Context: an optimization exercise on an open-source flow, tuned for small area and a short achievable clock period. The choices shown serve that exercise and are no tape-out recipe. In this exercise RTL edits were held to simulation tests only and were not proved equivalent to the original.

run F:
Design SystolicArray, start of the top module:
module SystolicArray (
    output [31:0] out0_0, output [31:0] out0_1, output [31:0] out0_2, output [31:0] out0_3,
    output [31:0] out1_0, output [31:0] out1_1, output [31:0] out1_2, output [31:0] out1_3,
    output [31:0] out2_0, output [31:0] out2_1, output [31:0] out2_2, output [31:0] out2_3,
    output [31:0] out3_0, output [31:0] out3_1, output [31:0] out3_2, output [31:0] out3_3,
    input  [31:0] W0_i, input [31:0] W1_i, input [31:0] W2_i, input [31:0] W3_i,
    input  [31:0] N0_i, input [31:0] N1_i, input [31:0] N2_i, input [31:0] N3_i,
    input clk, input reset
);
Size in the first run: about 770 I/O pins.
Settings: LEC_CHECK=0, CAP_MARGIN=20, CORE_MARGIN=2, CORE_UTILIZATION=40, SLEW_MARGIN=20, SYNTH_HIERARCHICAL=1; clock period 25.0 ns.
standard.sh (not shown) runs the stock make flow with config.mk's settings and CLKGATE_MAP_FILE= SYNTH_SCRIPT=/design/flow/synth_recipe.tcl, a recipe that flattens the netlist after the stock synthesis.
==> flow/flow/run.sh <==
#!/bin/bash
# Standard ORFS layout, asking the timing repair steps (after CTS and after global routing)
# for extra setup margin, so that the achieved period is optimised and not just the 25 ns.
set -o pipefail
bash standard.sh SETUP_SLACK_MARGIN=18 finish 2>&1 | tee standard.log
Input changes introduced in run H (baseline for comparison: run F):
-- flow/flow/run.sh --
<<< run F, line 5
bash standard.sh SETUP_SLACK_MARGIN=18 finish 2>&1 | tee standard.log
>>> run H, line 5
bash standard.sh SETUP_SLACK_MARGIN=18.7 finish 2>&1 | tee standard.log
## What came out
- Min final cell utilization of the core across run H and run F: run F
- Count of endpoints failing setup in the final report: run F vs run H, no meaningful difference
- Summary of run H over run F: clock skew now larger; number of placed instances with taps included neither gained nor lost much; number of antenna violations at the first check in global routing went down.
- Comparing run H and run F, final weighted congestion in routability-driven placement is higher on run F.

---

SystolicArray, a different RTL version from the one above (not shown whole).
For scale: roughly 45000 cells after synthesis, about 770 I/O pins, about 420000 µm² of cells after synthesis.
export LEC_CHECK = 0
export CAP_MARGIN = 20
export CORE_MARGIN = 2
export CORE_UTILIZATION = 40
export SLEW_MARGIN = 20
export SYNTH_HIERARCHICAL = 1
create_clock -name core_clock -period 25.0 [get_ports {clk}]
==> flow/flow/run.sh <==
#!/bin/bash
# Standard ORFS layout with three changes:
#  - the timing repair steps are asked for extra setup margin, so that the achieved period is
#    optimised and not just the 25 ns clock;
#  - the port buffers are plain buffers (buf_2) instead of the delay cells buffer_ports picks;
#  - after placement, each output's flip-flop and port buffer are moved next to the output pin
#    (then legalised), so the register-to-output paths are short.
set -o pipefail
ARGS=(SETUP_SLACK_MARGIN=18.4 "BUFFER_PORTS_ARGS=-buffer_cell sky130_fd_sc_hd__buf_2")
bash standard.sh "${ARGS[@]}" place 2>&1 | tee standard_place.log || exit 1
RESDIR=$PWD/orfs/results/sky130hd/SystolicArray/base openroad -no_init -exit flow/move_out.tcl 2>&1 | tee move_out.log || exit 1
bash standard.sh "${ARGS[@]}" finish 2>&1 | tee standard_finish.log
==> flow/flow/move_out.tcl <==
# Move each output port's buffer, and the flip-flop that drives it, next to the port's pin.
proc move_output_flops {} {
  set block [ord::get_db_block]
  set core [$block getCoreArea]
  set cx0 [$core xMin]; set cy0 [$core yMin]; set cx1 [$core xMax]; set cy1 [$core yMax]
  set moved 0
  foreach bterm [$block getBTerms] {
    if {[$bterm getIoType] ne "OUTPUT"} continue
    set net [$bterm getNet]
    if {$net eq "NULL"} continue
    set buf ""
    foreach it [$net getITerms] { if {[$it isOutputSignal]} { set buf [$it getInst] } }
    if {$buf eq ""} continue
    set src ""
    foreach it [$buf getITerms] {
      if {[$it isInputSignal]} {
        set n2 [$it getNet]
        if {$n2 ne "NULL"} { foreach it2 [$n2 getITerms] { if {[$it2 isOutputSignal]} { set src [$it2 getInst] } } }
      }
    }
    if {$src eq ""} continue
    if {![string match "*df*" [[$src getMaster] getName]]} continue
    set bb [$bterm getBBox]
    set px [expr {([$bb xMin] + [$bb xMax]) / 2}]
    set py [expr {([$bb yMin] + [$bb yMax]) / 2}]
    set px [expr {max($cx0, min($cx1 - 20000, $px))}]
    set py [expr {max($cy0, min($cy1 - 5440, $py))}]
    $buf setLocation $px $py
    $buf setPlacementStatus PLACED
    $src setLocation $px $py
    $src setPlacementStatus PLACED
    incr moved
  }
  puts "moved $moved output flip-flops"
}

# run on the placed design, between the place and cts steps of the standard flow
set R $::env(RESDIR)
read_db $R/3_place.odb
move_output_flops
detailed_placement
check_placement
write_db $R/3_place.odb
The baseline produced a clean layout.
Change:
--- a/flow/flow/run.sh
+++ b/flow/flow/run.sh
@@ -8,3 +8,3 @@
 set -o pipefail
-ARGS=(SETUP_SLACK_MARGIN=18.4 "BUFFER_PORTS_ARGS=-buffer_cell sky130_fd_sc_hd__buf_2")
+ARGS=(SETUP_SLACK_MARGIN=18.3 "BUFFER_PORTS_ARGS=-buffer_cell sky130_fd_sc_hd__buf_2")
 bash standard.sh "${ARGS[@]}" place 2>&1 | tee standard_place.log || exit 1
The new run went through all stages and came out clean.
Fmax falls slightly.
Synthesized cell count is unchanged.

[separate check: timing with driven ports]
Ports are ideal in the flow. The routed layouts listed here were re-timed in OpenROAD.
Step 1 sets driving cells, clkbuf_16 on the clock port and buf_2 on the other inputs (assumed; they add their load-dependent delay and slew).
Step 2 times the ports against the registers' clock, not the clock port: input delays grow and output delays shrink by t, the midpoint of the rising clock arrivals with the driver on.
Slacks: ideal / step 1 / step 2; pairs: ideal / step 1.
run	t (ns)	slack for setup (ns)	worst setup path at the end	worst slew at a driven data input, ns	pins driven straight from the clock port
run F	1.265	18.063 / 17.889 / 16.944	input to register	0.42	1
run H	1.272	18.280 / 18.109 / 17.237	input to register	0.48	1
the first run of note 2	1.291	18.385 / 18.207 / 17.234	input to register	0.28	1
the second run of note 2	1.294	18.259 / 18.196 / 17.095	input to register	0.28	1
After both steps every run listed still meets setup and hold. The setup slack of the second run of note 2, which loses most, moves by -0.063 ns with the drivers and by -1.164 ns with both steps.
